What follows belongs to an exercise in optimizing a design on an open flow for small area; a production flow would make more cautious choices. Where RTL was checked, it was by simulation tests only, not by an equivalence proof against the original. Only the layout flow was run in runs 4 and 5; the RTL was not checked for function there. The clock cells of runs 3 to 8 come from the design's own scripts or RTL, not from TritonCTS. The clock input has no modelled driver; a real chip could not lean on it and would need a root buffer or a full tree. No activity file was given, so power comes from the tool's default toggle rates.

**config.mk**
```make
export PLATFORM = sky130hd
export DESIGN_NAME = top
export DESIGN_NICKNAME = top
export VERILOG_FILES = /design/flow/design.v
export SDC_FILE = /design/flow/constraint.sdc
export NUM_CORES = 4
export LEC_CHECK = 0
export CAP_MARGIN = 20
export CORE_MARGIN = 2
export CORE_UTILIZATION = 40
export SLEW_MARGIN = 20
```
**constraint.sdc**
```tcl
create_clock -name core_clock -period 20.0 [get_ports {CLOCK_50}]
set_input_delay 4.0000 -clock core_clock [delete_from_list [all_inputs] [get_ports {CLOCK_50}]]
set_output_delay 4.0000 -clock core_clock [all_outputs]
set_load 0.01 [all_outputs]
```
**design.v**
```verilog
module ultrasonic(clk, rst, start, echo, trigger, timeout, led, far);
    input        clk, rst, start, echo;
    output       trigger, timeout;
    output [6:0] led;    
    output       far;    
    function ge12c;
        input [11:0] x;
        input [11:0] k;
        integer i;
        reg r;
        begin
            r = 1'b1;
            for (i = 0; i < 12; i = i + 1)
                r = k[i] ? (x[i] & r) : (x[i] | r);
            ge12c = r;
        end
    endfunction
    function gt12c;
        input [11:0] x;
        input [11:0] k;
        integer i;
        reg r;
        begin
            r = 1'b0;
            for (i = 0; i < 12; i = i + 1)
                r = k[i] ? (x[i] & r) : (x[i] | r);
            gt12c = r;
        end
    endfunction
    reg t, a, b;
    wire idle = ~t & ~a & ~b;
    wire wt   = ~a & b;
    wire meas = a & b;
    wire ok   = a & ~b;
    reg  [20:0] counter;
    wire [11:0] lo = counter[11:0];
    wire        hi = |counter[20:12];
    wire en      = t | echo;
    wire ge12    = hi | ge12c(lo, 12'd12);
    wire ge3000  = hi | ge12c(lo, 12'd3000);
    reg [20:0] counter_inc;
    reg        cy;
    integer    i;
    always @(*) begin
        cy = 1'b1;
        for (i = 0; i < 21; i = i + 1) begin
            counter_inc[i] = counter[i] ^ cy;
            cy = cy & counter[i];
        end
    end
    always @(posedge clk) begin
        if (rst | ~en) counter <= 21'd0;
        else           counter <= counter_inc;
        t <= ~rst & ((idle & start) | (t & ~ge12));
        a <= ~rst & ((wt & echo) | meas);
        b <= ~rst & ((t & ge12) | wt | (meas & echo & ~ge3000));
    end
    assign trigger = t;
    assign timeout = ok & ge3000;
    wire [3:0] cls = ge3000 ? 4'd8 :
                     (lo[11] & lo[9] & lo[8] & ge12c({4'd0, lo[7:0]}, 12'h54)) ? 4'd8 :
                     gt12c(lo, 12'd2320) ? 4'd7 :
                     gt12c(lo, 12'd1740) ? 4'd6 :
                     gt12c(lo, 12'd1450) ? 4'd5 :
                     gt12c(lo, 12'd1160) ? 4'd4 :
                     gt12c(lo, 12'd870)  ? 4'd3 :
                     gt12c(lo, 12'd580)  ? 4'd2 :
                     gt12c(lo, 12'd290)  ? 4'd1 : 4'd0;
    reg [3:0] d;
    always @(posedge clk)
        if (rst)               d <= 4'd0;
        else if (meas & echo)  d <= cls;
    assign led[6] = (d == 4'd7) | d[3];
    assign led[5] = (d[2] & d[1]) | d[3];
    assign led[4] = (d[2] & (d[1] | d[0])) | d[3];
    assign led[3] = d[2] | d[3];
    assign led[2] = d[2] | (d[1] & d[0]) | d[3];
    assign led[1] = d[2] | d[1] | d[3];
    assign led[0] = (d != 4'd0);
    assign far    = d[3];
endmodule
module vga(
    input clk,
    input reset,
    output video_on,
    output upper,        
    output [2:0] col,    
    output hsync,
    output vsync,
    output p_tick
    );
    function ge10c;
        input [9:0] x;
        input [9:0] k;
        integer i;
        reg r;
        begin
            r = 1'b1;
            for (i = 0; i < 10; i = i + 1)
                r = k[i] ? (x[i] & r) : (x[i] | r);
            ge10c = r;
        end
    endfunction
    reg [2:0] c;
    reg [8:0] o;
    reg [9:0] v;
    reg       hs, vs;
    wire [7:0] p = o[8:1];    
    wire cend = o[0] & ((c != 3'd7) ? ((c == 3'd6) ? (p[6] & p[4] & p[3] & p[2] & p[0])
                                                   : (p[6] & p[4] & p[3] & p[1]))
                                    : (p[7] & p[4] & p[3] & p[2] & p[1] & p[0]));
    wire hend = (c == 3'd7) & cend;
    wire vend = v[9] & v[3] & v[2];    
    reg [8:0] o_inc;
    reg [2:0] c_inc;
    reg [9:0] v_inc;
    reg       cy;
    integer   i;
    always @(*) begin
        cy = 1'b1;
        for (i = 0; i < 9; i = i + 1) begin
            o_inc[i] = o[i] ^ cy;
            cy = cy & o[i];
        end
        cy = cend;
        for (i = 0; i < 3; i = i + 1) begin
            c_inc[i] = c[i] ^ cy;
            cy = cy & c[i];
        end
        cy = hend;
        for (i = 0; i < 10; i = i + 1) begin
            v_inc[i] = v[i] ^ cy;
            cy = cy & v[i];
        end
    end
    always @(posedge clk) begin
        if (reset | cend) o <= 9'd0;
        else              o <= o_inc;
        if (reset) c <= 3'd0;
        else       c <= c_inc;
        if (reset | (hend & vend)) v <= 10'd0;
        else                       v <= v_inc;
        hs <= ~reset & ~((c == 3'd7) & ge10c({2'b0, p}, 10'd16) & ~ge10c({2'b0, p}, 10'd112));
        vs <= ~reset & ~(ge10c(v, 10'd513) & ~ge10c(v, 10'd515));
    end
    assign video_on = (c != 3'd7) & ~ge10c(v, 10'd480);
    assign upper = ~ge10c(v, 10'd412);
    assign col = c;
    assign hsync = hs;
    assign vsync = vs;
    assign p_tick = o[0];
endmodule
module pixel_generation(
    input video_on,
    input upper,
    input [2:0] col,
    output [3:0] px
    );
    wire b2 = ~col[0];
    wire b1 = upper ? ~col[2] : (col[2] & ~col[0]);
    wire b0 = upper ? ~col[1] : (col[1] & ~col[0]);
    wire g  = ~upper & (col == 3'd3);
    assign px = video_on ? {b2, b1, b0, g} : 4'd0;
endmodule
module vga_top(
    input clk,
    input rst,
    input off,
    output hsync,
    output vsync,
    output [11:0] rgb
    );
    wire       ptick, video_on, upper;
    wire [2:0] col;
    vga vc(.clk(clk), .reset(rst | off), .video_on(video_on), .upper(upper),
           .col(col), .hsync(hsync), .vsync(vsync), .p_tick(ptick));
    wire [3:0] px;
    pixel_generation pg(.video_on(video_on), .upper(upper), .col(col), .px(px));
    reg [3:0] q;    
    always @(posedge clk)
        if (rst)        q <= 4'd0;
        else if (ptick) q <= px;
    wire a2 = q[3] | q[0], a1 = q[2] | q[0], a0 = q[1] | q[0];
    assign rgb = {a2, q[3], a2, q[3], a1, q[2], a1, q[2], a0, q[1], a0, q[1]};
endmodule
module top(CLOCK_50, rst, rgb, vsync, hsync, TRIG, ECHO, LED);
    input         CLOCK_50;
    input         rst;       
    output [11:0] rgb;
    output        hsync, vsync;
    output        TRIG;
    input         ECHO;
    output [7:0]  LED;
    localparam [15:0] PING_END = 16'hb4d2;
    reg  [15:0] ping;
    wire        start = (ping == PING_END);
    wire        ping_clr = rst | start;
    always @(posedge CLOCK_50) begin
        ping[0]    <= ~(ping_clr | (ping[15] ^ ping[13] ^ ping[12] ^ ping[10]));
        ping[15:1] <= ~({15{ping_clr}} | ping[14:0]);
    end
    wire far;
    ultrasonic U1(.clk(CLOCK_50), .rst(rst), .start(start), .echo(ECHO),
                  .trigger(TRIG), .timeout(LED[7]), .led(LED[6:0]), .far(far));
    localparam [19:0] TIMER_HIT = 20'hfa6b3;
    reg  [19:0] timer;
    reg         off;
    wire        timer_clr = rst | far;
    always @(posedge CLOCK_50) begin
        timer[0]    <= ~(timer_clr | ~(timer[19] ^ timer[16]));
        timer[19:1] <= ~({19{timer_clr}} | timer[18:0]);
        off         <= ~timer_clr & (off | (timer == TIMER_HIT));
    end
    vga_top vgau(.clk(CLOCK_50), .rst(rst), .off(off),
                 .hsync(hsync), .vsync(vsync), .rgb(rgb));
endmodule
```
**run.sh**
```bash
#!/bin/bash
# synth_recipe.tcl (not shown) runs the flow's synth.tcl, then flattens the netlist and writes it again
# the make line also repeats each setting of config.mk as NAME=value (left out here)
make -C /OpenROAD-flow-scripts/flow DESIGN_CONFIG=/design/flow/config.mk WORK_HOME=/design/flow/orfs CLKGATE_MAP_FILE= SYNTH_SCRIPT=/design/flow/synth_recipe.tcl finish
```
==> results of run 1 <==
## worst max-delay path: stages, from the launching register on
cell,delay (ps)
dfxtp_1,580
nand3_1,150
nor3b_1,410
nor2_1,90
nor3_1,200
clkdlybuf4s50_1,580
## synth_stat cells (all sizes together), types with 3 or more instances
cell | count | share of area, %
nand2 | 12 | 1.1
a31oi | 6 | 0.95
o21bai | 3 | 0.57
xor2 | 3 | 0.66
ha | 40 | 13
and2 | 37 | 5.9
a21oi | 15 | 1.9
a311oi | 5 | 1.3
nor4b | 3 | 0.66
or3 | 3 | 0.47
nand3 | 7 | 0.89
or2 | 9 | 1.5
xnor2 | 6 | 1.3
buf | 15 | 2.7
nor2b | 3 | 0.47
clkbuf | 13 | 1.2
dfxtp | 93 | 47
nand4 | 3 | 0.47
nand2b | 5 | 0.79
nor2 | 53 | 5.0
nor4 | 5 | 1.1
o21ai | 8 | 1.0
nor3 | 12 | 1.5
inv | 14 | 1.3
## metrics by stage
step | setup slack (ps) | total power (W) | instances
5_1_grt | 13370 | 0.000352 | 554
3_3_place_gp | 13940 | 0.000217 | 537
3_5_place_dp | 13870 | 0.000217 | 537
2_1_floorplan | 14640 | 0.000212 | 407
6_report | 13620 | 0.000334 | 554
4_1_cts | 13570 | 0.000339 | 553
## layer usage
layer / global-route usage (%) / wire length [um]
met1: 19.0 / 3390
met2: 23.2 / 3240
met3: 3.83 / 303
met4: 6.68 / 110
met5: 0 / 0
## cells by family after synthesis
logic type | count (synthesis) | synth area share [%]
buffers and inverters | 42 | 5.29
xor gates and xnor gates | 9 | 1.99
adders and majority gates | 40 | 12.7
DFF | 93 | 47.1
AOI/OAI and AO/OA | 57 | 10.0
muxes | 1 | 0.253
and+or+nand+nor | 165 | 22.7
## where the power goes
group          switching [W]  internal [W]  total [W]  leakage [nW]
Combinational     0.00000808    0.00000837  0.0000165          1.10
Clock              0.0000706     0.0000507   0.000121        0.0958
Sequential        0.00000422      0.000192   0.000196         0.763
## placed cells by master, fill, tap and decap left out, types with 10 or more instances in the layout
cell type / instances
clkbuf_8: 10
and2_1: 36
inv_1: 14
ha_1: 40
a21oi_1: 15
nor2_1: 53
clkdlybuf4s50_1: 25
nand2_1: 12
dfxtp_1: 93
nor3_1: 12
## worst max path at each step
stage	from	to	cells past startpoint
3_5_place_dp	rst	vgau.vc.v[6]	4
3_3_place_gp	rst	vgau.vc.v[9]	4
6_report	U1.counter[8]	LED[7]	5
4_1_cts	U1.counter[8]	LED[7]	5
5_1_grt	U1.counter[8]	LED[7]	5
2_1_floorplan	U1.counter[9]	LED[7]	6
## layout make-up
class / instances / area, sq um
Multi-Input combinational cell: 272 / 1880
Tap cell: 133 / 166
Clock inverter: 6 / 58.8
Timing Repair Buffer: 26 / 258
Sequential cell: 93 / 1860
Clock buffer: 10 / 138
Inverter: 14 / 52.6
Fill cell: 947 / 5270
## registers in the layout, indices dropped and copies added, names as in the netlist
name	count
U1.d	4
off	1
vgau.vc.hs	1
timer	20
vgau.vc.v	10
vgau.q	4
vgau.vc.c	3
ping	16
U1.b	1
U1.a	1
vgau.vc.o	9
vgau.vc.vs	1
U1.counter	21
U1.t	1
==> results.toml, run 1 <==
[status]
outcome = "finished clean"

[die]
ios = 26
start_util_pct = 40.8
core_sq_mm = 0.00968
fp.dieArea_sq_mm = 0.0107
rows = 36
die_w_um = 103
fp.dieH_um = 103

[synthesis]
synth_edf_count = 0
ys_seq_area_share_pct = 47.1
syn_inst = 407
avgSynthCellArea_sq_um = 9.71
ys_types = 55
synth_warnings = 4
synth-main-ff-cell = "dfxtp_1"
ys_seq_elements = 93
synth_area_sq_mm = 0.00395
syn-num-nets = 450
synthArstFlopShare_pct = 0

[layout]
drive_above_1_share_pct = 7.13
syn_to_final_growth_pct = 11.7
num_antenna_cells = 0
final_core_util_pct = 45.6
nets = 459
fin_area_sq_mm = 0.00442

[cts]
cts.clk_slew.worst_paths_ps = 90
postCtsHoldBufs = 0
htree_levels = 3
cts_sinks = 93
clockBufferDepth = 2
cts_tree = "done"
insertion_delay_ps = 370
cts_root_buf = "clkbuf_8"
cts_resized = 0
tritoncts.num_buffers = 9
postCtsSetupBuffers = 0

[route]
drtIter0Drc = 85
ant_nets = 0
drt_wl_total_um = 7050
post_drt_wl_per_cell_um = 12.7
drc = 0
dr.pass1.iters = 4
vias = 2741
drt-vias-per-instance = 4.95

[sta]
slew_headroom_pct = 34.0
fin_crit_sh_pct = 31.9
finClkSkew_ps = 12.1
hold_viol = 0
worstMarginPinSlew_ps = 989
slew_violations = 0
tns_ps = 0
timing.hold.ws_ps = 406
max_freq_mhz = 157
setup_viol_count_final = 0
rsz0062_at_grt = "no"
fin_crit_ps = 6380

[placed_design]
place_hpwl_um = 5140
gp_congestion = 0.776
port-buffer-count = 25
placed_cell_area_sq_mm = 0.00421

[min_path]
min_from = "timer[8]"
hp-class = "register to register"
whs_path_depth = 1
holdPathEnd = "timer[9]"

[setup_path]
crit_required_ps = 16000
reg2regPathDepth = 21
cp-end-kind = "output pin"
critPathKind = "register to output pin"
reg2reg_to = "U1.counter[20]"
cp-start-kind = "register"
crit-reg2reg-launch = "U1.counter[0]"
crit_path_max_fanout = 13
r2r_slack_ps = 15500
cp.arrival_ps = 2380

[grt]
grt_pass1_vias = 2649
grtUsageTotal_pct = 14.7
grt_max_degree = 22
grt_pass1_wl_um = 12200
grt-ovfl-total = 0
antenna_found_initial = 0

[power_and_ir_drop]
p_per_area_mw_per_mm2 = 75.7
ir_drop_mv = 0.0350
leakage_nw = 1.96

[flow_run]
drv_cap = 0
==> run 2: changes to the inputs <==
==> flow/run.sh (new file) <==
#!/bin/bash
# Layout flow: the standard ORFS flow (standard.sh) with these changes
#  - synthesis maps the logic with an area-oriented ABC script
#    (flow/abc_area.script, used in place of ORFS's abc_speed.script in a
#    copy of ORFS's scripts folder) and without ORFS's half/full-adder
#    extraction; everything else in synthesis is the standard script,
#  - port buffers use the smallest buffer (buf_1) instead of clkdlybuf4s50_1,
#  - the clock tree uses clkbuf_8 with larger sink clusters and no dummy loads.
# Each make run writes its whole output to its own log in the work folder.
set -euo pipefail
W=$(pwd)
rm -rf "$W/scripts_area"
cp -r "$FLOW_HOME/scripts" "$W/scripts_area"
cp "$W/flow/abc_area.script" "$W/scripts_area/abc_speed.script"
bash standard.sh "SCRIPTS_DIR=$W/scripts_area" "ADDER_MAP_FILE=" synth > synth_make.log 2>&1
bash standard.sh \
  "BUFFER_PORTS_ARGS=-buffer_cell sky130_fd_sc_hd__buf_1" \
  "CTS_ARGS=-sink_clustering_enable -repair_clock_nets -buf_list sky130_fd_sc_hd__clkbuf_8 -sink_clustering_size 30 -dont_use_dummy_load" \
  finish > layout_make.log 2>&1
==> flow/abc_area.script (new file) <==
&get -n
&st
&deepsyn -T 20
&st
&dch -f
&nf -R 1000 -p -a -F 10 -A 10
&put
topo
stime -c
==> standard.sh (new file) <==
#!/bin/bash
# synth_recipe.tcl (not shown) runs the flow's synth.tcl, then flattens the netlist and writes it again
# the make line also repeats each setting of config.mk as NAME=value (left out here)
make -C /OpenROAD-flow-scripts/flow DESIGN_CONFIG=/design/flow/config.mk WORK_HOME=/design/flow/orfs CLKGATE_MAP_FILE= SYNTH_SCRIPT=/design/flow/synth_recipe.tcl "${@:-finish}"
removed: run.sh
==> results.toml, run 2 <==
[power_and_ir_drop]
p_per_area_mw_per_mm2 = 81.1
internal-power_w = 0.000238
pwr-share-clk_pct = 31.0
ir_drop_mv = 0.0373
p_total_w = 0.000304
leakage_nw = 1.44
pwr-share-comb_pct = 4.3
netSwitchingFraction_pct = 21.8
power.switching_w = 0.0000665
seq_power_share_pct = 64.6

[layout]
multiInputGateArea_sq_mm = 0.00152
top_regs = "U1.counter x21, timer x20, ping x16"
fill_cells = 889
final_common_cell = "dfxtp_1"
num_antenna_cells = 0
syn_to_final_growth_pct = 7.45
final_core_util_pct = 43.7
largest_reg_flops = 21
seqCellArea_sq_mm = 0.00186
drive_above_1_share_pct = 2.40
regMostFlops = "U1.counter"
final-instance-count-excl-fill = 525
final_cell_mix = "dfxtp_1, nor2_1, a21oi_1, buf_1, nor3_1"
nets = 422

[die]
rows = 34
die_w_um = 97.5
ios = 26
core_sq_mm = 0.00859
start_util_pct = 40.7
fp.dieArea_sq_mm = 0.00950
fp.dieH_um = 97.5

[synthesis]
synth_warnings = 4
avgSynthCellArea_sq_um = 8.85
synth.most_common_cell = "dfxtp_1"
synthArstFlopShare_pct = 0
synth-main-ff-cell = "dfxtp_1"
ys_seq_elements = 93
synth_edf_count = 0
synth_top_cell_area_share_pct = 53.3
syn-num-nets = 398
syn_inst = 395
synth_area_leader_cell = "dfxtp_1"
synth_area_sq_mm = 0.00349
ys_seq_area_share_pct = 53.3
netlist_top_cells_count = "dfxtp_1, nor2_1, a21oi_1"
ys_types = 41
ys_top_cells_by_area = "dfxtp_1, nor2_1, a21oi_1"

[setup_path]
cp.arrival_ps = 1910
cp-end-kind = "output pin"
critPathKind = "register to output pin"
cp-start-kind = "register"
crit_path_max_fanout = 5
crit_required_ps = 16000
r2r_slack_ps = 16610

[cts]
cts.clk_slew.worst_paths_ps = 80
clockBufferDepth = 2
cts_tree = "done"
tritoncts.num_buffers = 9
cts_sinks = 93
insertion_delay_ps = 350
postCtsHoldBufs = 0
postCtsSetupBuffers = 0
cts_root_buf = "clkbuf_8"
htree_levels = 3
cts_resized = 0

[route]
dr.pass1.iters = 4
post_drt_wl_per_cell_um = 11.9
drc = 0
drt_wl_total_um = 6270
drt-vias-per-instance = 5.20
drtIter0Drc = 131
vias = 2729
ant_nets = 0

[grt]
grt_pass1_vias = 2481
met1_usage_pct = 18.3
grt-ovfl-total = 0
grtUsageTotal_pct = 13.9
grt_pass1_wl_um = 10800
busiest_layer = "met2"
grt_max_degree = 22
grt_use_met2_pct = 20.6
use_met3_pct = 5.54
antenna_found_initial = 0

[status]
outcome = "finished clean"

[placed_design]
port-buffer-count = 25
gp_congestion = 0.794
place_hpwl_um = 4390
dp_cells = 515

[sta]
worstMarginPinSlew_ps = 1020
fin_crit_ps = 5900
rsz0062_at_grt = "no"
max_freq_mhz = 169
slew_headroom_pct = 31.7
tns_ps = 0
slew_violations = 0
finClkSkew_ps = 25.4
hold_viol = 0
timing.hold.ws_ps = 393
setup_viol_count_final = 0
fin_crit_sh_pct = 29.5

[flow_run]
drv_cap = 0

[min_path]
hp-class = "register to register"
run 2: changes by cell type in the layout (fill, tap and decap cells not counted), moves of 14 or more:
| cell | delta |
|---|---|
| a21oi_1 | +20 |
| and2_1 | -36 |
| buf_1 | +25 |
| clkdlybuf4s50_1 | -25 |
| ha_1 | -40 |
| inv_1 | -14 |
| nor2_1 | +26 |
| o21ai_0 | +16 |
run 2: metal layers:
metal / vias up / routed length, um
met4: 0 / 61
met3: 5 / 282
li1: 1437 / -
met5: - / 0
met2: 42 / 2690
met1: 1245 / 3240
run 2: final timing paths:
check / startpoint / end / cells past startpoint
setup / recovery: U1.counter[15] / LED[7] / 5
hold / removal: ping[0] / ping[1] / 1
setup reg to reg: U1.counter[3] / U1.counter[20] / 12
hold reg to reg: ping[0] / ping[1] / 1
run 2: worst max-delay path, cell delays in order, from the launching register on:
cell      delay, ps
dfxtp_1         350
nor4_1          280
nand3_1         140
a221oi_1        480
nor3_1          160
buf_1           160
run 2: cell type report:
type	instances	area share [%]
Multi-Input combinational cell	285	40.5
Sequential cell	93	49.6
Inverter	4	0.400
Timing Repair Buffer	26	2.63
Clock buffer	9	3.30
Tap cell	108	3.60
run 2: cell families after synthesis:
logic type             Yosys count  synth area share [%]
AO/OA/AOI/OAI                   86                  14.5
XOR/XNOR                         9                  2.26
AND/OR/NAND/NOR                190                  26.7
buffers and inverters           17                  3.22
flip-flops                      93                  53.3
run 2: power by group through the flow:
stage	clock network (W)	logic [W]	registers [W]
2_1_floorplan	0	0.0000122	0.000200
3_3_place_gp	0	0.0000132	0.000201
3_5_place_dp	0	0.0000135	0.000201
4_1_cts	0.0000993	0.0000135	0.000197
5_1_grt	0.000107	0.0000150	0.000198
6_report	0.0000945	0.0000132	0.000197
run 2: per-stage QoR:
step                      setup slack, ps  cell area (sq um)
after CTS                           14060               3750
after detailed placement            14280               3630
after global routing                13890               3750
final                               14100               3750
after global placement              14330               3630
after floorplan                     14740               3490
==> run 3: changes to the inputs <==
--- a/flow/run.sh
+++ b/flow/run.sh
@@ -7,3 +7,4 @@
 #  - port buffers use the smallest buffer (buf_1) instead of clkdlybuf4s50_1,
-#  - the clock tree uses clkbuf_8 with larger sink clusters and no dummy loads.
+#  - the clock tree is one level of four buffers, one per cluster of
+#    registers (flow/cts_manual.tcl, in place of TritonCTS's H-tree).
 # Each make run writes its whole output to its own log in the work folder.
@@ -17,3 +18,3 @@
   "BUFFER_PORTS_ARGS=-buffer_cell sky130_fd_sc_hd__buf_1" \
-  "CTS_ARGS=-sink_clustering_enable -repair_clock_nets -buf_list sky130_fd_sc_hd__clkbuf_8 -sink_clustering_size 30 -dont_use_dummy_load" \
+  "PRE_CTS_TCL=$W/flow/cts_manual.tcl" \
   finish > layout_make.log 2>&1
==> flow/cts_manual.tcl (new file) <==
# Sourced by ORFS's cts.tcl (PRE_CTS_TCL) just before it calls
# clock_tree_synthesis. Replaces that command for this small design: the
# clock sinks are split into four clusters (k-means on their placed
# positions) and each cluster gets one buffer at its centre, driven by the
# clock port. One buffer level for every register, so the clock arrives at
# all registers through the same kind of path.
proc clock_tree_synthesis { args } {
  set K 4
  set bufcell sky130_fd_sc_hd__buf_12
  set block [ord::get_db_block]
  set clknet [$block findNet CLOCK_50]
  set pins {}
  set xs {}
  set ys {}
  foreach it [$clknet getITerms] {
    set inst [$it getInst]
    set bb [$inst getBBox]
    lappend pins [get_pins "[$inst getName]/[[$it getMTerm] getName]"]
    lappend xs [expr {([$bb xMin] + [$bb xMax]) / 2000.0}]
    lappend ys [expr {([$bb yMin] + [$bb yMax]) / 2000.0}]
  }
  set n [llength $pins]
  set cx 0.0
  set cy 0.0
  foreach x $xs y $ys {
    set cx [expr {$cx + $x}]
    set cy [expr {$cy + $y}]
  }
  set cx [expr {$cx / $n}]
  set cy [expr {$cy / $n}]
  set mx {}
  set my {}
  for {set k 0} {$k < $K} {incr k} {
    set a [expr {2 * 3.14159265 * ($k + 0.5) / $K}]
    lappend mx [expr {$cx + 20 * cos($a)}]
    lappend my [expr {$cy + 20 * sin($a)}]
  }
  for {set it 0} {$it < 50} {incr it} {
    set asg {}
    foreach x $xs y $ys {
      set best 0
      set bd 1e18
      for {set k 0} {$k < $K} {incr k} {
        set d [expr {abs($x - [lindex $mx $k]) + abs($y - [lindex $my $k])}]
        if {$d < $bd} {
          set bd $d
          set best $k
        }
      }
      lappend asg $best
    }
    set nmx {}
    set nmy {}
    for {set k 0} {$k < $K} {incr k} {
      set sx 0.0
      set sy 0.0
      set c 0
      foreach x $xs y $ys a $asg {
        if {$a == $k} {
          set sx [expr {$sx + $x}]
          set sy [expr {$sy + $y}]
          incr c
        }
      }
      if {$c > 0} {
        lappend nmx [expr {$sx / $c}]
        lappend nmy [expr {$sy / $c}]
      } else {
        lappend nmx [lindex $mx $k]
        lappend nmy [lindex $my $k]
      }
    }
    set mx $nmx
    set my $nmy
  }
  for {set k 0} {$k < $K} {incr k} {
    set lp {}
    foreach p $pins a $asg {
      if {$a == $k} { lappend lp $p }
    }
    if {[llength $lp] == 0} { continue }
    puts "clock cluster $k: [llength $lp] sinks, buffer at [lindex $mx $k] [lindex $my $k]"
    insert_buffer -buffer_cell $bufcell -net CLOCK_50 -load_pins $lp \
      -location [list [lindex $mx $k] [lindex $my $k]] \
      -buffer_name clkbuf_leaf_$k -net_name clk_leaf_$k
    set nt [$block findNet clk_leaf_$k]
    if {$nt ne "NULL"} { $nt setSigType CLOCK }
  }
  set_propagated_clock [all_clocks]
}
==> results.toml, run 3 <==
[status]
outcome = "finished clean"

[synthesis]
ys_types = 40
syn_inst = 393
synth_edf_count = 0
netlist_top_cells_count = "dfxtp_1, nor2_1, nor3_1"
synth-main-ff-cell = "dfxtp_1"
synth_area_sq_mm = 0.00349
ys_seq_area_share_pct = 53.4
synth_area_leader_cell = "dfxtp_1"
syn-num-nets = 396
avgSynthCellArea_sq_um = 8.88
synthArstFlopShare_pct = 0
synth_top_cell_area_share_pct = 53.4
synth.most_common_cell = "dfxtp_1"
synth_warnings = 4
ys_seq_elements = 93
ys_top_cells_by_area = "dfxtp_1, nor2_1, nor3_1"

[sta]
timing.final.ws_setup_ps = 14350
hold_viol = 0
rsz0062_at_grt = "no"
setup_viol_count_final = 0
max_freq_mhz = 177
slew_violations = 0
fin_crit_sh_pct = 28.3
worstMarginPinSlew_ps = 976
finClkSkew_ps = 22.4
fin_crit_ps = 5650
tns_ps = 0
slew_headroom_pct = 34.9

[route]
drt_wl_total_um = 6030
vias = 2649
drt-vias-per-instance = 5.11
dr.pass1.iters = 4
drtIter0Drc = 78
ant_nets = 0
drc = 0
post_drt_wl_per_cell_um = 11.6

[setup_path]
cp.arrival_ps = 5690
cp_slowest_cell = "or2_0"
path_cells = "buf_1 -> or2_0 -> nor2_1 -> a32o_1"
slowest_delay_ps = 820
crit_path_max_fanout = 20
critPathKind = "input port to register"
cp-start-kind = "input port"
crit_family = "simple AND/OR/NAND/NOR gates"
cp-end-kind = "register"
path_buf_inv = 1
crit_required_ps = 20040

[min_path]
hp-class = "register to register"

[die]
ios = 26
fp.dieH_um = 97.4
die_w_um = 97.4
rows = 34
core_sq_mm = 0.00859
fp.dieArea_sq_mm = 0.00948
start_util_pct = 40.6

[layout]
fin_area_sq_mm = 0.00371
syn_to_final_growth_pct = 6.28
regMostFlops = "U1.counter"
top_regs = "U1.counter x21, timer x20, ping x16"
largest_reg_flops = 21
nets = 415
final_common_cell = "dfxtp_1"
drive_above_1_share_pct = 1.22
final_core_util_pct = 43.1
final_cell_mix = "dfxtp_1, nor2_1, nor3_1, a21oi_1, buf_1"
final-instance-count-excl-fill = 518
num_antenna_cells = 0

[cts]
postCtsHoldBufs = 0
cts.clk_slew.worst_paths_ps = 110
postCtsSetupBuffers = 0
insertion_delay_ps = 140
cts_resized = 0

[placed_design]
port-buffer-count = 25
placed_cell_area_sq_mm = 0.00363
gp_congestion = 0.838
dp_cells = 514
place_hpwl_um = 4310
dpl_worst_slack_ps = 14160

[power_and_ir_drop]
leakage_nw = 1.40
p_per_area_mw_per_mm2 = 77.2
ir_drop_mv = 0.0354

[grt]
antenna_found_initial = 0
grtUsageTotal_pct = 12.4
grt_max_degree = 32
grt_pass1_wl_um = 10600
grt-ovfl-total = 0
grt_pass1_vias = 2406

[flow_run]
drv_cap = 0
[run 3: changes by cell type in the layout (fill, tap and decap cells not counted), sizes merged, moves of 3 or more]
cell and delta:
buf +5, clkinv -3, and3 +6, nor3 +6
o21a +3, a21oi -10, clkbuf -10, o21ai -8
nor2 +9
[run 3: cell families (layout without fill, tap and decap cells)]
family | count (synthesis) | count (layout) | share of synthesized area (%)
flops | 93 | 93 | 53.4
simple gates | 204 | 204 | 28.2
xor+xnor | 11 | 11 | 2.76
buf+inv | 14 | 31 | 2.91
compound gates | 71 | 71 | 12.8
[run 3: area by class of cell, clock buffers not listed]
| class | instances | area [sq um] |
|---|---|---|
| fillers | 865 | 4890 |
| inverters | 1 | 3.75 |
| multi-input cells | 286 | 1530 |
| flip-flops and latches | 93 | 1860 |
| well taps | 108 | 135 |
| repair buffers | 26 | 101 |
[run 3: worst paths after layout]
| kind | start | to | slack (ps) | cells past startpoint |
|---|---|---|---|---|
| hold reg to reg | ping[5] | ping[6] | 380 | 1 |
| setup / recovery | rst | off | 14350 | 4 |
| hold / removal | ping[5] | ping[6] | 380 | 1 |
| setup reg to reg | U1.counter[0] | U1.counter[20] | 16740 | 13 |
[run 3: per-stage QoR]
stage                     hold WS [ps]  power, W
after global placement             384  0.000214
final                              379  0.000286
after global routing               394  0.000299
after CTS                          384  0.000290
after detailed placement           385  0.000214
after floorplan                    380  0.000212
[run 3: power by group]
part	switching [W]	total [W]	internal (W)
clock	0.0000434	0.0000759	0.0000325
sequential	0.00000439	0.000197	0.000192
combinational	0.00000791	0.0000132	0.00000533
[run 3: routing by layer]
layer / vias up / routed length [um] / global-route usage (%) / part of all wire [%]
met2: 59 / 2480 / 20.6 / 41
met5: - / 0 / 0 / 0
li1: 1413 / - / - / -
met4: 0 / 98 / 1.50 / 1.6
met1: 1171 / 3170 / 18.3 / 53
met3: 6 / 281 / 0.791 / 4.7
==> run 4: changes to the inputs <==
--- a/design.v
+++ b/design.v
@@ -5,5 +5,5 @@
     output       far;    
-    function ge12c;
-        input [11:0] x;
-        input [11:0] k;
+    function ge9c;
+        input [8:0] x;
+        input [8:0] k;
         integer i;
@@ -12,17 +12,5 @@
             r = 1'b1;
-            for (i = 0; i < 12; i = i + 1)
+            for (i = 0; i < 9; i = i + 1)
                 r = k[i] ? (x[i] & r) : (x[i] | r);
-            ge12c = r;
-        end
-    endfunction
-    function gt12c;
-        input [11:0] x;
-        input [11:0] k;
-        integer i;
-        reg r;
-        begin
-            r = 1'b0;
-            for (i = 0; i < 12; i = i + 1)
-                r = k[i] ? (x[i] & r) : (x[i] | r);
-            gt12c = r;
+            ge9c = r;
         end
@@ -34,9 +22,10 @@
     wire ok   = a & ~b;
-    reg  [20:0] counter;
-    wire [11:0] lo = counter[11:0];
-    wire        hi = |counter[20:12];
-    wire en      = t | echo;
-    wire ge12    = hi | ge12c(lo, 12'd12);
-    wire ge3000  = hi | ge12c(lo, 12'd3000);
-    reg [20:0] counter_inc;
+    reg  [12:0] q;
+    reg  [8:0]  r;
+    wire en    = t | echo;
+    wire rwrap = r[8] & r[5] & r[0];                           
+    wire cwrap = q[12] & q[11] & q[10] & q[6] & r[7] & r[5];   
+    wire clr   = rst | ~en | cwrap;
+    reg [8:0]  r_inc;
+    reg [12:0] q_inc;
     reg        cy;
@@ -45,10 +34,29 @@
         cy = 1'b1;
-        for (i = 0; i < 21; i = i + 1) begin
-            counter_inc[i] = counter[i] ^ cy;
-            cy = cy & counter[i];
-        end
-    end
+        for (i = 0; i < 9; i = i + 1) begin
+            r_inc[i] = (r[i] ^ cy) & ~rwrap;
+            cy = cy & r[i];
+        end
+        cy = rwrap;
+        for (i = 0; i < 13; i = i + 1) begin
+            q_inc[i] = q[i] ^ cy;
+            cy = cy & q[i];
+        end
+    end
+    wire       qhi  = |q[12:4];
+    wire [3:0] ql   = q[3:0];
+    wire       q1   = ~qhi & (ql == 4'd1);
+    wire       q10  = ~qhi & (ql == 4'd10);
+    wire       q11  = ~qhi & (ql == 4'd11);
+    wire       ge12   = qhi | (ql >= 4'd2) | (q1 & ge9c(r, 9'd11));     
+    wire       ge3000 = qhi | (ql >= 4'd12) | (q11 & ge9c(r, 9'd99));  
+    wire       ge2900 = qhi | (ql >= 4'd11) | (q10 & rwrap);           
+    wire       q9     = qhi | (ql >= 4'd9);
     always @(posedge clk) begin
-        if (rst | ~en) counter <= 21'd0;
-        else           counter <= counter_inc;
+        if (clr) begin
+            q <= 13'd0;
+            r <= 9'd289;
+        end else begin
+            q <= q_inc;
+            r <= r_inc;
+        end
         t <= ~rst & ((idle & start) | (t & ~ge12));
@@ -59,23 +67,15 @@
     assign timeout = ok & ge3000;
-    wire [3:0] cls = ge3000 ? 4'd8 :
-                     (lo[11] & lo[9] & lo[8] & ge12c({4'd0, lo[7:0]}, 12'h54)) ? 4'd8 :
-                     gt12c(lo, 12'd2320) ? 4'd7 :
-                     gt12c(lo, 12'd1740) ? 4'd6 :
-                     gt12c(lo, 12'd1450) ? 4'd5 :
-                     gt12c(lo, 12'd1160) ? 4'd4 :
-                     gt12c(lo, 12'd870)  ? 4'd3 :
-                     gt12c(lo, 12'd580)  ? 4'd2 :
-                     gt12c(lo, 12'd290)  ? 4'd1 : 4'd0;
-    reg [3:0] d;
+    wire [3:0] dn = ge2900 ? 4'd10 : (q9 ? 4'd9 : ql);
+    reg  [3:0] d;
     always @(posedge clk)
         if (rst)               d <= 4'd0;
-        else if (meas & echo)  d <= cls;
-    assign led[6] = (d == 4'd7) | d[3];
-    assign led[5] = (d[2] & d[1]) | d[3];
-    assign led[4] = (d[2] & (d[1] | d[0])) | d[3];
-    assign led[3] = d[2] | d[3];
-    assign led[2] = d[2] | (d[1] & d[0]) | d[3];
-    assign led[1] = d[2] | d[1] | d[3];
-    assign led[0] = (d != 4'd0);
-    assign far    = d[3];
+        else if (meas & echo)  d <= dn;
+    assign led[6] = d[3] & (d[1] | d[0]);             
+    assign led[5] = d[3] | (d[2] & d[1] & d[0]);      
+    assign led[4] = d[3] | (d[2] & d[1]);             
+    assign led[3] = d[3] | (d[2] & (d[1] | d[0]));    
+    assign led[2] = d[3] | d[2];                      
+    assign led[1] = d[3] | d[2] | (d[1] & d[0]);      
+    assign led[0] = d[3] | d[2] | d[1];               
+    assign far    = d[3] & d[1];                      
 endmodule
@@ -143,3 +143,3 @@
         hs <= ~reset & ~((c == 3'd7) & ge10c({2'b0, p}, 10'd16) & ~ge10c({2'b0, p}, 10'd112));
-        vs <= ~reset & ~(ge10c(v, 10'd513) & ~ge10c(v, 10'd515));
+        vs <= ~reset & ~(v[9] & ~v[3] & ~v[2] & (v[1] ^ v[0]));    
     end
@@ -177,7 +177,6 @@
     wire [3:0] px;
-    pixel_generation pg(.video_on(video_on), .upper(upper), .col(col), .px(px));
+    pixel_generation pg(.video_on(video_on & ~rst), .upper(upper), .col(col), .px(px));
     reg [3:0] q;    
     always @(posedge clk)
-        if (rst)        q <= 4'd0;
-        else if (ptick) q <= px;
+        if (ptick | rst) q <= px;
     wire a2 = q[3] | q[0], a1 = q[2] | q[0], a0 = q[1] | q[0];
--- a/config.mk
+++ b/config.mk
@@ -9,3 +9,4 @@
 export CORE_MARGIN = 2
-export CORE_UTILIZATION = 40
+export CORE_UTILIZATION = 70
+export PLACE_DENSITY = 0.85
 export SLEW_MARGIN = 20
==> results.toml, run 4 <==
[layout]
num_antenna_cells = 0
multiInputGateArea_sq_mm = 0.00138
seqCellArea_sq_mm = 0.00192
top_regs = "timer x20, ping x16, U1.q x13"
regMostFlops = "timer"
largest_reg_flops = 20
drive_above_1_share_pct = 1.29
nets = 392
final_common_cell = "dfxtp_1"
final_core_util_pct = 75.8
fill_cells = 359
syn_to_final_growth_pct = 4.92
final_cell_mix = "dfxtp_1, nor2_1, nor3_1, buf_1, a21oi_1"

[route]
dr.pass1.iters = 4
drt_wl_total_um = 5690
drc = 0
post_drt_wl_per_cell_um = 12.5
drtIter0Drc = 124
drt-vias-per-instance = 5.56
vias = 2525
ant_nets = 0

[setup_path]
worstSetupStartpoint = "U1.q[4]"
cp.arrival_ps = 1590
crit_path_max_fanout = 5
cp-start-kind = "register"
cp-end-kind = "output pin"
crit-reg2reg-launch = "U1.r[5]"
critPathKind = "register to output pin"
crit_required_ps = 16000

[sta]
rsz0062_at_grt = "no"
slew_headroom_pct = 43.1
fin_crit_sh_pct = 28.0
setup_viol_count_final = 0
fin_crit_ps = 5590
slew_violations = 0
tns_ps = 0
hold_viol = 0
worstMarginPinSlew_ps = 853
max_freq_mhz = 179
finClkSkew_ps = 25.8

[die]
start_util_pct = 72.2
die_w_um = 73.8
rows = 25
fp.dieH_um = 73.8
fp.dieArea_sq_mm = 0.00545
core_sq_mm = 0.00472
ios = 26

[power_and_ir_drop]
internal-power_w = 0.000235
leakage_nw = 1.37
pwr-share-comb_pct = 5.2
power.switching_w = 0.0000571
netSwitchingFraction_pct = 19.6
seq_power_share_pct = 68.9
pwr-share-clk_pct = 25.9
ir_drop_mv = 0.0771
p_per_area_mw_per_mm2 = 81.6

[grt]
grtUsageTotal_pct = 20.7
antenna_found_initial = 0
grt_pass1_vias = 2155
grt_pass1_wl_um = 9290
grt-ovfl-total = 0
grt_max_degree = 31

[synthesis]
synth_edf_count = 4
netlist_top_cells_count = "dfxtp_1, nor2_1, nor3_1"
ys_seq_elements = 94
syn-num-nets = 373
synth_top_cell_area_share_pct = 52.8
synth_area_sq_mm = 0.00341
synth_area_leader_cell = "dfxtp_1"
ys_types = 37
ys_top_cells_by_area = "dfxtp_1, nor2_1, nor3_1"
synth.most_common_cell = "dfxtp_1"
synth-main-ff-cell = "dfxtp_1"
ys_seq_area_share_pct = 56.3
avgSynthCellArea_sq_um = 9.22
synth_warnings = 4
syn_inst = 370
synthArstFlopShare_pct = 0

[cts]
cts.clk_slew.worst_paths_ps = 100
postCtsSetupBuffers = 0
postCtsHoldBufs = 0
cts_resized = 0
insertion_delay_ps = 140

[placed_design]
place_hpwl_um = 4140
gp_congestion = 0.775
port-buffer-count = 25

[flow_run]
drv_cap = 0

[min_path]
hp-class = "register to register"
min_from = "ping[5]"

[status]
outcome = "finished clean"
run 4: changes by cell type in the layout (fill, tap and decap cells not counted), moves of 3 or more:
| cell | previous run | this run |
|---|---|---|
| or2_0 | 8 | 4 |
| edfxtp_1 | 0 | 4 |
| and3_1 | 19 | 14 |
| o21a_1 | 8 | 5 |
| nor3_1 | 30 | 26 |
| a311oi_1 | 1 | 4 |
| dfxtp_1 | 93 | 90 |
| a211oi_1 | 1 | 4 |
| nor2_1 | 88 | 84 |
| a21oi_1 | 25 | 22 |
| nor2b_1 | 4 | 1 |
| nand2_1 | 15 | 20 |
run 4: final timing paths:
kind,end,slack (ps),cells past startpoint
worst max-delay path,LED[7],14410,7
worst min-delay path,ping[6],410,1
worst max register to register,U1.q[12],17200,10
worst min register to register,ping[6],410,1
run 4: area by class of cell, clock buffers not listed:
type                    instances  share of cell area (%)
repair buffers                 26                    2.83
inverters                       2                   0.210
well taps                      67                    2.34
multi-input cells             261                    38.7
flip-flops and latches         94                    53.7
run 4: logic make-up after synthesis:
logic type | count (synthesis) | share of synthesized area [%]
XOR/XNOR | 13 | 3.34
buffers and inverters | 15 | 3.08
AO/OA/AOI/OAI | 63 | 11.6
AND/OR/NAND/NOR | 185 | 25.6
flip-flops | 94 | 56.3
run 4: power by group through the flow:
stage,registers [W],clock network (W),logic (W)
after detailed placement,0.000206,0,0.0000153
after floorplan,0.000204,0,0.0000135
final,0.000201,0.0000756,0.0000152
after global routing,0.000202,0.0000832,0.0000174
after global placement,0.000205,0,0.0000149
after CTS,0.000201,0.0000768,0.0000154
run 4: through the flow:
stage	worst slack (ps)	cell area [sq um]	std cells	total power (W)	hold slack, ps
after floorplan	14700	3410	370	0.000218	382
after global routing	14220	3580	454	0.000303	428
after global placement	14520	3500	450	0.000220	389
after detailed placement	14430	3500	450	0.000221	396
final	14410	3580	454	0.000292	407
after CTS	14380	3580	454	0.000294	411
run 4: critical path, cell delays in order, from the launching register on:
cell and delay [ps]:
dfxtp_1 340, nor4_1 260, nand2_1 80, nor3_1 280, nand2_1 80, o21ai_0 240
nor2_1 60, buf_1 130
run 4: metal layers:
metal / up-vias / GRT usage, % / part of all wire, % / routed length (um)
li1: 1321 / - / - / -
met1: 1158 / 29.3 / 49 / 2780
met2: 41 / 36.1 / 48 / 2710
met3: 5 / 1.78 / 2.7 / 153
met4: 0 / 1.62 / 0.95 / 54
met5: - / 0 / 0 / 0
==> run 5: changes to the inputs <==
--- a/config.mk
+++ b/config.mk
@@ -9,4 +9,3 @@
 export CORE_MARGIN = 2
-export CORE_UTILIZATION = 70
-export PLACE_DENSITY = 0.85
+export CORE_UTILIZATION = 40
 export SLEW_MARGIN = 20
==> results.toml, run 5 <==
[layout]
syn_to_final_growth_pct = 6.31
num_antenna_cells = 0
seqCellArea_sq_mm = 0.00192
fin_area_sq_mm = 0.00363
nets = 392
final_core_util_pct = 43.9
multiInputGateArea_sq_mm = 0.00138
largest_reg_flops = 20
drive_above_1_share_pct = 1.29
top_regs = "timer x20, ping x16, U1.q x13"
final_cell_mix = "dfxtp_1, nor2_1, nor3_1, buf_1, a21oi_1"
regMostFlops = "timer"
fill_cells = 855
final_common_cell = "dfxtp_1"

[die]
ios = 26
fp.dieArea_sq_mm = 0.00928
fp.dieH_um = 96.3
core_sq_mm = 0.00826
rows = 33
start_util_pct = 41.3
die_w_um = 96.3

[setup_path]
cp_common_cell = "nand2_1"
slowest_delay_ps = 340
cp_slowest_cell = "dfxtp_1"
cp-start-kind = "register"
crit_required_ps = 16000
crit-reg2reg-launch = "U1.r[0]"
critPathKind = "register to output pin"
r2r_slack_ps = 17210
cp.arrival_ps = 1660
reg2regPathDepth = 10
cp-end-kind = "output pin"
path_cells = "nor4_1 -> nand2_1 -> nor3_1 -> nand2_1 -> o21ai_0 -> nor2_1 -> buf_1"
crit_path_max_fanout = 5
reg2reg_to = "U1.q[12]"

[sta]
setup_viol_count_final = 0
hold_viol = 0
worstMarginPinSlew_ps = 858
fin_crit_ps = 5660
slew_violations = 0
tns_ps = 0
fin_crit_sh_pct = 28.3
timing.hold.ws_ps = 408
max_freq_mhz = 177
slew_headroom_pct = 42.8
finClkSkew_ps = 19.0
rsz0062_at_grt = "no"

[placed_design]
place_hpwl_um = 4380
port-buffer-count = 25
gp_congestion = 0.790
placed_cell_area_sq_mm = 0.00355

[min_path]
min_from = "ping[5]"
holdPathEnd = "ping[6]"
whs_path_depth = 1
hp-class = "register to register"

[synthesis]
syn_inst = 370
synth_area_leader_cell = "dfxtp_1"
ys_seq_area_share_pct = 56.3
avgSynthCellArea_sq_um = 9.22
netlist_top_cells_count = "dfxtp_1, nor2_1, nor3_1"
synth_area_sq_mm = 0.00341
synth.most_common_cell = "dfxtp_1"
ys_seq_elements = 94
synthArstFlopShare_pct = 0
ys_top_cells_by_area = "dfxtp_1, nor2_1, nor3_1"
synth_top_cell_area_share_pct = 52.8
syn-num-nets = 373
synth-main-ff-cell = "dfxtp_1"
ys_types = 37
synth_warnings = 4
synth_edf_count = 4

[flow_run]
drv_cap = 0

[cts]
postCtsHoldBufs = 0
insertion_delay_ps = 130
cts_resized = 0
postCtsSetupBuffers = 0
cts.clk_slew.worst_paths_ps = 90

[grt]
grt_pass1_vias = 2343
antenna_found_initial = 0
grt_pass1_wl_um = 10400
grt-ovfl-total = 0
grtUsageTotal_pct = 13.4
grt_max_degree = 27

[route]
dr.pass1.iters = 4
vias = 2545
drtIter0Drc = 73
drt_wl_total_um = 5980
post_drt_wl_per_cell_um = 12.1
drt-vias-per-instance = 5.17
drc = 0
ant_nets = 0

[status]
outcome = "finished clean"

[power_and_ir_drop]
p_total_w = 0.000295
leakage_nw = 1.37
p_per_area_mw_per_mm2 = 81.2
ir_drop_mv = 0.0568
[run 5: metal layers]
layer  wire length, um  part of all wire, %  up-vias  GRT usage, %
met1              3150                   53     1191          19.7
li1                  -                    -     1319             -
met3               155                  2.6        6         0.705
met4                80                  1.3        0          1.53
met5                 0                    0        -             0
met2              2590                   43       29          22.3
[run 5: cell type report, clock buffers not listed]
type	instances	share of cell area [%]
Sequential cell	94	53.0
Inverter	2	0.207
Multi-Input combinational cell	261	38.2
Timing Repair Buffer	26	2.80
Tap cell	105	3.62
[run 5: cell families (layout without fill, tap and decap cells)]
| kind of cell | count (synthesis) | after routing | synth area share, % |
|---|---|---|---|
| buffers and inverters | 15 | 32 | 3.08 |
| AO/OA/AOI/OAI | 63 | 63 | 11.6 |
| AND/OR/NAND/NOR | 185 | 185 | 25.6 |
| XOR/XNOR | 13 | 13 | 3.34 |
| flip-flops | 94 | 94 | 56.3 |
[run 5: report_power, final]
group,internal [W],switching [W],leakage (nW)
Sequential,0.000196,0.00000492,0.780
Combinational,0.00000615,0.00000921,0.557
Clock,0.0000326,0.0000454,0.0376
Total,0.000235,0.0000595,1.37
[run 5: worst max path at each step]
stage / to / slack [ps] / from
after floorplan: LED[7] / 14700 / U1.q[4]
after global routing: LED[7] / 14070 / U1.q[4]
final: LED[7] / 14340 / U1.q[4]
after global placement: vgau.vc.v[8] / 14460 / rst
after CTS: LED[7] / 14320 / U1.q[4]
after detailed placement: vgau.vc.v[3] / 14400 / rst
[run 5: stage by stage]
stage,cells,worst slack [ps]
global route,492,14070
detailed placement,488,14400
finish,492,14340
global placement,488,14460
CTS,492,14320
floorplan,370,14700
[run 5: critical path: cells and delay by family (launching register included)]
family | cells | cell delay [ps]
AO/OA/AOI/OAI | 1 | 240
buffers and inverters | 1 | 130
flip-flops | 1 | 340
AND/OR/NAND/NOR | 5 | 830
==> run 6: changes to the inputs <==
--- a/design.v
+++ b/design.v
@@ -143,3 +143,3 @@
         hs <= ~reset & ~((c == 3'd7) & ge10c({2'b0, p}, 10'd16) & ~ge10c({2'b0, p}, 10'd112));
-        vs <= ~reset & ~(v[9] & ~v[3] & ~v[2] & (v[1] ^ v[0]));    
+        vs <= ~reset & ~(ge10c(v, 10'd513) & ~ge10c(v, 10'd515));
     end
@@ -177,6 +177,7 @@
     wire [3:0] px;
-    pixel_generation pg(.video_on(video_on & ~rst), .upper(upper), .col(col), .px(px));
+    pixel_generation pg(.video_on(video_on), .upper(upper), .col(col), .px(px));
     reg [3:0] q;    
     always @(posedge clk)
-        if (ptick | rst) q <= px;
+        if (rst)        q <= 4'd0;
+        else if (ptick) q <= px;
     wire a2 = q[3] | q[0], a1 = q[2] | q[0], a0 = q[1] | q[0];
==> results.toml, run 6 <==
[placed_design]
port-buffer-count = 25
gp_congestion = 0.748
dp_cells = 495
place_hpwl_um = 4250

[setup_path]
cp-start-kind = "register"
reg2reg_to = "vgau.vc.v[8]"
path_cells = "nor4_1 -> nand3_1 -> a21o_1 -> o21ai_0 -> nor2_1 -> buf_1"
reg2regPathDepth = 10
slowest_delay_ps = 350
cp.arrival_ps = 1550
critPathKind = "register to output pin"
crit-reg2reg-launch = "vgau.vc.o[0]"
crit_family = "simple AND/OR/NAND/NOR gates"
path_buf_inv = 1
crit_path_max_fanout = 5
cp_slowest_cell = "dfxtp_1"
worstSetupStartpoint = "U1.q[4]"
r2r_slack_ps = 17340
crit_required_ps = 16000
cp-end-kind = "output pin"

[sta]
slew_violations = 0
tns_ps = 0
rsz0062_at_grt = "no"
fin_crit_ps = 5550
fin_crit_sh_pct = 27.8
slew_headroom_pct = 44.8
worstMarginPinSlew_ps = 819
setup_viol_count_final = 0
hold_viol = 0
max_freq_mhz = 180
finClkSkew_ps = 20.9

[min_path]
whs_path_depth = 1
holdPathEnd = "ping[2]"
min_from = "ping[1]"
hp-class = "register to register"

[route]
drt-vias-per-instance = 5.07
post_drt_wl_per_cell_um = 11.6
dr.pass1.iters = 4
vias = 2532
ant_nets = 0
drtIter0Drc = 61
drc = 0
drt_wl_total_um = 5790

[die]
rows = 33
core_sq_mm = 0.00822
start_util_pct = 41.3
die_w_um = 96.1
ios = 26
fp.dieH_um = 96.1
fp.dieArea_sq_mm = 0.00924

[grt]
grt_max_degree = 28
grt-ovfl-total = 0
grt_pass1_wl_um = 9860
grtUsageTotal_pct = 12.6
grt_pass1_vias = 2277
antenna_found_initial = 0

[power_and_ir_drop]
leakage_nw = 1.37
p_per_area_mw_per_mm2 = 81.5
ir_drop_mv = 0.0375
p_total_w = 0.000293

[synthesis]
yosys.area_share.adder_pct = 0
synth_compound_area_share_pct = 12.6
synth-main-ff-cell = "dfxtp_1"
syn_inst = 378
synth_edf_count = 0
synth_xor_area_share_pct = 2.84
synth_area_sq_mm = 0.00339
synth_top_cell_area_share_pct = 55.4
netlist_top_cells_count = "dfxtp_1, nor2_1, nor3_1"
synth_area_leader_cell = "dfxtp_1"
synth_warnings = 4
ys_seq_area_share_pct = 55.4
ys_top_cells_by_area = "dfxtp_1, nor2_1, nor3_1"
ys_types = 36
synth.most_common_cell = "dfxtp_1"
syn-num-nets = 381
avgSynthCellArea_sq_um = 8.98
ys_seq_elements = 94
synthSimpleGateAreaFrac_pct = 25.9
synthMuxAreaShare_pct = 0
synth_top_family_by_area = "simple AND/OR/NAND/NOR gates"
synthArstFlopShare_pct = 0

[layout]
final_cell_mix = "dfxtp_1, nor2_1, nor3_1, a21oi_1, buf_1"
final_common_cell = "dfxtp_1"
final-instance-count-excl-fill = 499
top_regs = "timer x20, ping x16, U1.q x13"
regMostFlops = "timer"
drive_above_1_share_pct = 1.02
nets = 399
syn_to_final_growth_pct = 6.12
fill_cells = 794
num_antenna_cells = 0
largest_reg_flops = 20

[cts]
cts.clk_slew.worst_paths_ps = 100
cts_resized = 0
postCtsHoldBufs = 0
postCtsSetupBuffers = 0
insertion_delay_ps = 140

[status]
outcome = "finished clean"

[flow_run]
drv_cap = 0
==> run 6: cell count changes in the layout (fill, tap and decap cells not counted), sizes merged, moves of 3 or more <==
cell    before  now
nor2        84   79
a211oi       4    1
edfxtp       4    0
o21a         5    8
a21oi       22   27
a311oi       4    0
o21ai       13   20
dfxtp       90   94
==> run 6: cell families after synthesis <==
kind of cell	count (synthesis)
and+or+nand+nor	185
DFF	94
AOI/OAI and AO/OA	72
buffers and inverters	16
xor gates and xnor gates	11
==> run 6: routing by layer <==
layer  GRT usage [%]  vias up  share of wire (%)
met3            1.41        4                3.7
met1            17.8     1161                 52
met5               0        -                  0
li1                -     1340                  -
met4            1.55        0                1.0
met2            21.2       27                 44
==> run 6: stage by stage <==
step	utilization [%]	instance area (sq um)	hold slack (ps)	setup WS, ps
global route	43.8	3600	425	14270
detailed placement	42.9	3520	393	14530
global placement	42.9	3520	388	14600
floorplan	-	3390	383	14770
finish	43.8	3600	407	14450
CTS	43.8	3600	407	14450
==> run 6: worst max path at each step <==
stage | to | slack (ps) | cells after the start
finish | LED[7] | 14450 | 6
global route | LED[7] | 14270 | 7
CTS | LED[7] | 14450 | 6
detailed placement | timer[0] | 14530 | 4
global placement | timer[0] | 14600 | 4
floorplan | LED[7] | 14770 | 6
==> run 6: report_power, final <==
group | internal (W) | total (W) | switching [W]
sequential | 0.000195 | 0.000200 | 0.00000507
clock | 0.0000326 | 0.0000783 | 0.0000458
combinational | 0.00000597 | 0.0000152 | 0.00000926
==> run 6: final cells by class, clock buffers not listed <==
class	count	area [sq um]	area share, %
multi-input cells	268	1400	39.0
repair buffers	25	93.8	2.61
inverters	3	11.3	0.313
well taps	105	131	3.65
flip-flops and latches	94	1880	52.2
==> run 7: changes to the inputs <==
==> flow/abc_area.script (replaced) <==
&get -n
&st
&deepsyn -I 1 -J 200
&st
&dch -f
&nf -R 1000 -p -a -F 10 -A 10
&put
topo
stime -c
==> results.toml, run 7 <==
[setup_path]
crit_path_max_fanout = 5
cp_slowest_cell = "dfxtp_1"
path_cells = "nor4_1 -> nand3_1 -> a21o_1 -> o21ai_0 -> nor2_1 -> buf_1"
crit_required_ps = 16000
cp.arrival_ps = 1550
cp-start-kind = "register"
slowest_delay_ps = 350
critPathKind = "register to output pin"
cp-end-kind = "output pin"

[sta]
rsz0062_at_grt = "no"
setup_viol_count_final = 0
max_freq_mhz = 180
slew_headroom_pct = 44.8
finClkSkew_ps = 20.9
worstMarginPinSlew_ps = 819
fin_crit_sh_pct = 27.8
tns_ps = 0
slew_violations = 0
hold_viol = 0
fin_crit_ps = 5550

[power_and_ir_drop]
internal-power_w = 0.000233
power.switching_w = 0.0000601
ir_drop_mv = 0.0375
pwr-share-clk_pct = 26.7
p_per_area_mw_per_mm2 = 81.5
leakage_nw = 1.37
pwr-share-comb_pct = 5.2
netSwitchingFraction_pct = 20.5
seq_power_share_pct = 68.1

[layout]
largest_reg_flops = 20
final-instance-count-excl-fill = 499
drive_above_1_share_pct = 1.02
final_cell_mix = "dfxtp_1, nor2_1, nor3_1, a21oi_1, buf_1"
num_antenna_cells = 0
nets = 399
regMostFlops = "timer"
top_regs = "timer x20, ping x16, U1.q x13"
fill_cells = 794
final_common_cell = "dfxtp_1"
syn_to_final_growth_pct = 6.12

[flow_run]
drv_cap = 0

[placed_design]
dp_cells = 495
port-buffer-count = 25
gp_congestion = 0.748
place_hpwl_um = 4250

[die]
die_w_um = 96.1
fp.dieArea_sq_mm = 0.00924
core_sq_mm = 0.00822
fp.dieH_um = 96.1
start_util_pct = 41.3
rows = 33
ios = 26

[synthesis]
ys_top_cells_by_area = "dfxtp_1, nor2_1, nor3_1"
synth-main-ff-cell = "dfxtp_1"
synth_area_sq_mm = 0.00339
netlist_top_cells_count = "dfxtp_1, nor2_1, nor3_1"
avgSynthCellArea_sq_um = 8.98
synth_area_leader_cell = "dfxtp_1"
syn_inst = 378
ys_seq_area_share_pct = 55.4
ys_types = 36
synth.most_common_cell = "dfxtp_1"
syn-num-nets = 381
ys_seq_elements = 94
synth_edf_count = 0
synth_warnings = 4
synthArstFlopShare_pct = 0
synth_top_cell_area_share_pct = 55.4

[grt]
antenna_found_initial = 0
grt_pass1_wl_um = 9860
grt_max_degree = 28
grtUsageTotal_pct = 12.6
grt-ovfl-total = 0
grt_pass1_vias = 2277

[route]
drt-vias-per-instance = 5.07
ant_nets = 0
drt_wl_total_um = 5790
vias = 2532
drtIter0Drc = 61
drc = 0
post_drt_wl_per_cell_um = 11.6
dr.pass1.iters = 4

[status]
outcome = "finished clean"

[min_path]
hp-class = "register to register"

[cts]
postCtsHoldBufs = 0
cts_resized = 0
cts.clk_slew.worst_paths_ps = 100
postCtsSetupBuffers = 0
insertion_delay_ps = 140
-- run 7: cell counts after synthesis --
No cell type changed its count.
-- run 7: kinds of logic after synthesis --
group / synth area share [%]
AOI/OAI and AO/OA: 12.6
buffers and inverters: 3.21
xor gates and xnor gates: 2.84
and+or+nand+nor: 25.9
DFF: 55.4
-- run 7: per-layer routing --
| layer | GRT usage, % | up-vias | wire length [um] |
|---|---|---|---|
| met5 | 0 | - | 0 |
| met4 | 1.55 | 0 | 60 |
| met3 | 1.41 | 4 | 217 |
| met2 | 21.2 | 27 | 2520 |
| met1 | 17.8 | 1161 | 2990 |
| li1 | - | 1340 | - |
-- run 7: per-stage QoR --
step	worst slack, ps	util [%]	power [W]	cell area, sq um	hold WS [ps]
floorplan	14770	-	0.000217	3390	383
global placement	14600	42.9	0.000219	3520	388
detailed placement	14530	42.9	0.000220	3520	393
CTS	14450	43.8	0.000296	3600	407
global route	14270	43.8	0.000306	3600	425
finish	14450	43.8	0.000293	3600	407
-- run 7: worst max-delay path, delay by kind of cell (launching register included) --
| kind | cells | cell delay (ps) |
|---|---|---|
| and+or+nand+nor | 3 | 540 |
| AOI/OAI and AO/OA | 2 | 410 |
| DFF | 1 | 350 |
| buffers and inverters | 1 | 130 |
-- run 7: power groups by stage --
stage	clock, W	combinational [W]	sequential, W
after detailed placement	0	0.0000155	0.000204
after floorplan	0	0.0000138	0.000203
after CTS	0.0000806	0.0000155	0.000200
after global placement	0	0.0000150	0.000204
final	0.0000783	0.0000152	0.000200
after global routing	0.0000868	0.0000178	0.000201
-- run 7: area by class of cell, clock buffers not listed --
class,instances,area [sq um],area share [%]
Inverter,3,11.3,0.313
Multi-Input combinational cell,268,1400,39.0
Sequential cell,94,1880,52.2
Tap cell,105,131,3.65
Timing Repair Buffer,25,93.8,2.61
-- run 7: path summary, 6_finish.rpt --
path,startpoint,to,slack [ps],cells past startpoint
worst max-delay path,U1.q[4],LED[7],14450,6
worst min-delay path,ping[1],ping[2],410,1
worst max register to register,vgau.vc.o[0],vgau.vc.v[8],17340,10
worst min register to register,ping[1],ping[2],410,1
==> run 8: changes to the inputs <==
--- a/design.v
+++ b/design.v
@@ -104,12 +104,11 @@
     reg [2:0] c;
-    reg [8:0] o;
+    reg [7:0] o;
     reg [9:0] v;
     reg       hs, vs;
-    wire [7:0] p = o[8:1];    
-    wire cend = o[0] & ((c != 3'd7) ? ((c == 3'd6) ? (p[6] & p[4] & p[3] & p[2] & p[0])
-                                                   : (p[6] & p[4] & p[3] & p[1]))
-                                    : (p[7] & p[4] & p[3] & p[2] & p[1] & p[0]));
+    wire s67 = c[2] & c[1];
+    wire cend = s67 ? (o[7] & o[6] & o[5] & o[4] & o[3] & o[2] & o[0])
+                    : (o[7] & o[5] & o[4] & o[2] & o[0]);
     wire hend = (c == 3'd7) & cend;
     wire vend = v[9] & v[3] & v[2];    
-    reg [8:0] o_inc;
+    reg [7:0] o_inc;
     reg [2:0] c_inc;
@@ -120,3 +119,3 @@
         cy = 1'b1;
-        for (i = 0; i < 9; i = i + 1) begin
+        for (i = 0; i < 8; i = i + 1) begin
             o_inc[i] = o[i] ^ cy;
@@ -135,4 +134,6 @@
     end
+    wire hsr = (c == 3'd6) ? ge10c({2'b0, o}, 10'd220)
+                           : ((c == 3'd7) & ~ge10c({2'b0, o}, 10'd158));
     always @(posedge clk) begin
-        if (reset | cend) o <= 9'd0;
+        if (reset | cend) o <= 8'd0;
         else              o <= o_inc;
@@ -142,6 +143,6 @@
         else                       v <= v_inc;
-        hs <= ~reset & ~((c == 3'd7) & ge10c({2'b0, p}, 10'd16) & ~ge10c({2'b0, p}, 10'd112));
+        hs <= ~reset & ~hsr;
         vs <= ~reset & ~(ge10c(v, 10'd513) & ~ge10c(v, 10'd515));
     end
-    assign video_on = (c != 3'd7) & ~ge10c(v, 10'd480);
+    assign video_on = (~s67 | (~c[0] & ~ge10c({2'b0, o}, 10'd188))) & ~ge10c(v, 10'd480);
     assign upper = ~ge10c(v, 10'd412);
==> results.toml, run 8 <==
[die]
fp.dieArea_sq_mm = 0.00916
fp.dieH_um = 95.7
rows = 33
die_w_um = 95.7
core_sq_mm = 0.00818
start_util_pct = 41.2
ios = 26

[synthesis]
synth_area_sq_mm = 0.00337
synth_area_leader_cell = "dfxtp_1"
netlist_top_cells_count = "dfxtp_1, nor2_1, a21oi_1"
synth-main-ff-cell = "dfxtp_1"
synthMuxAreaShare_pct = 0
yosys.area_share.adder_pct = 0
synth_top_cell_area_share_pct = 55.3
synth_compound_area_share_pct = 11.5
synthSimpleGateAreaFrac_pct = 27.1
synthArstFlopShare_pct = 0
ys_seq_area_share_pct = 55.3
syn-num-nets = 377
synth_warnings = 4
ys_top_cells_by_area = "dfxtp_1, nor2_1, a21oi_1"
synth_top_family_by_area = "simple AND/OR/NAND/NOR gates"
synth.most_common_cell = "dfxtp_1"
ys_types = 38
synth_xor_area_share_pct = 3.12
ys_seq_elements = 93
synth_edf_count = 0
syn_inst = 374
avgSynthCellArea_sq_um = 9.00

[sta]
fin_crit_ps = 5680
slew_violations = 0
timing.hold.ws_ps = 376
finClkSkew_ps = 29.1
worstMarginPinSlew_ps = 899
tns_ps = 0
setup_viol_count_final = 0
hold_viol = 0
rsz0062_at_grt = "no"
slew_headroom_pct = 39.6
max_freq_mhz = 176
fin_crit_sh_pct = 28.4

[status]
outcome = "finished clean"

[layout]
syn_to_final_growth_pct = 6.17
final_core_util_pct = 43.7
num_antenna_cells = 0
final_cell_mix = "dfxtp_1, nor2_1, a21oi_1, nor3_1, buf_1"
drive_above_1_share_pct = 1.03
final_common_cell = "dfxtp_1"
nets = 395
regMostFlops = "timer"
largest_reg_flops = 20
top_regs = "timer x20, ping x16, U1.q x13"

[power_and_ir_drop]
pwr-share-comb_pct = 5.4
seq_power_share_pct = 68.3
ir_drop_mv = 0.0386
pwr-share-clk_pct = 26.3
p_total_w = 0.000290
internal-power_w = 0.000232
netSwitchingFraction_pct = 20.1
leakage_nw = 1.35
p_per_area_mw_per_mm2 = 81.2
power.switching_w = 0.0000584

[setup_path]
cp_common_cell = "nand2_1"
path_cells = "nor4_1 -> nand2_1 -> nor3_1 -> nand2_1 -> o21ai_0 -> nor2_1 -> buf_1"
cp-end-kind = "output pin"
cp.arrival_ps = 1680
r2r_slack_ps = 17250
reg2reg_to = "vgau.vc.v[8]"
slowest_delay_ps = 340
reg2regPathDepth = 11
path_buf_inv = 1
crit-reg2reg-launch = "vgau.vc.c[1]"
cp_slowest_cell = "dfxtp_1"
crit_required_ps = 16000
cp-start-kind = "register"
crit_family = "simple AND/OR/NAND/NOR gates"
critPathKind = "register to output pin"
crit_path_max_fanout = 4

[grt]
grt_max_degree = 32
grt_pass1_vias = 2339
antenna_found_initial = 0
grtUsageTotal_pct = 12.9
grt-ovfl-total = 0
grt_pass1_wl_um = 10100

[flow_run]
drv_cap = 0

[route]
drc = 0
vias = 2513
post_drt_wl_per_cell_um = 11.6
drtIter0Drc = 78
drt-vias-per-instance = 5.08
dr.pass1.iters = 4
ant_nets = 0
drt_wl_total_um = 5750

[placed_design]
place_hpwl_um = 4210
port-buffer-count = 25
gp_congestion = 0.819

[cts]
postCtsHoldBufs = 0
postCtsSetupBuffers = 0
cts_resized = 0
insertion_delay_ps = 140
cts.clk_slew.worst_paths_ps = 110

[min_path]
hp-class = "register to register"
holdPathEnd = "ping[1]"
whs_path_depth = 1
min_from = "ping[0]"
## run 8: through the flow
step / instances / area, sq um / setup WS (ps)
floorplan: 374 / 3370 / 14690
global placement: 491 / 3490 / 14240
detailed placement: 491 / 3490 / 14180
CTS: 495 / 3570 / 14300
global route: 495 / 3570 / 14110
finish: 495 / 3570 / 14320
## run 8: cells by family (layout without fill, tap and decap cells)
kind of cell              count (synthesis)  count (layout)
and+or+nand+nor                         191             191
DFF                                      93              93
AOI/OAI and AO/OA                        64              64
buffers and inverters                    14              30
xor gates and xnor gates                 12              12
## run 8: metal layers
layer,vias to the layer above,GRT usage [%],wire length (um)
li1,1332,-,-
met1,1138,17.9,2950
met2,40,22.7,2460
met3,3,1.49,296
met4,0,0.952,46
met5,-,0,0
## run 8: worst max path at each step
stage          startpoint       to  slack, ps  depth (start not counted)
2_1_floorplan    U1.q[12]   LED[7]      14690                          7
5_1_grt               rst  U1.r[4]      14110                          4
6_report         U1.q[12]   LED[7]      14320                          7
3_3_place_gp          rst  U1.r[2]      14240                          4
4_1_cts          U1.q[12]   LED[7]      14300                          7
3_5_place_dp          rst  U1.r[4]      14180                          4
## run 8: worst register-to-register path: cells and delay by family (launching register included)
| kind | cells | cell delay (ps) |
|---|---|---|
| AO/OA/AOI/OAI | 2 | 150 |
| AND/OR/NAND/NOR | 9 | 2170 |
| flip-flops | 1 | 370 |
## run 8: power by group through the flow
stage	combinational, W	clock, W	sequential (W)
6_report	0.0000157	0.0000763	0.000198
5_1_grt	0.0000183	0.0000844	0.000199
4_1_cts	0.0000160	0.0000793	0.000198
3_5_place_dp	0.0000159	0	0.000202
3_3_place_gp	0.0000156	0	0.000202
2_1_floorplan	0.0000143	0	0.000201
## run 8: cell type report, clock buffers not listed
| type | instances | area (sq um) |
|---|---|---|
| sequential | 93 | 1860 |
| tap | 105 | 131 |
| multi-input combinational | 267 | 1400 |
| fill | 807 | 4600 |
| timing repair buffer | 25 | 93.8 |
| inverter | 1 | 3.75 |

Check on run 8: ideal ports give 14.323 ns setup slack; a clkbuf_16 on the clock port and buf_2 on the inputs give 14.242 ns; moving port delays by the midpoint clock arrival (0.206 ns) as well gives 14.215 ns.
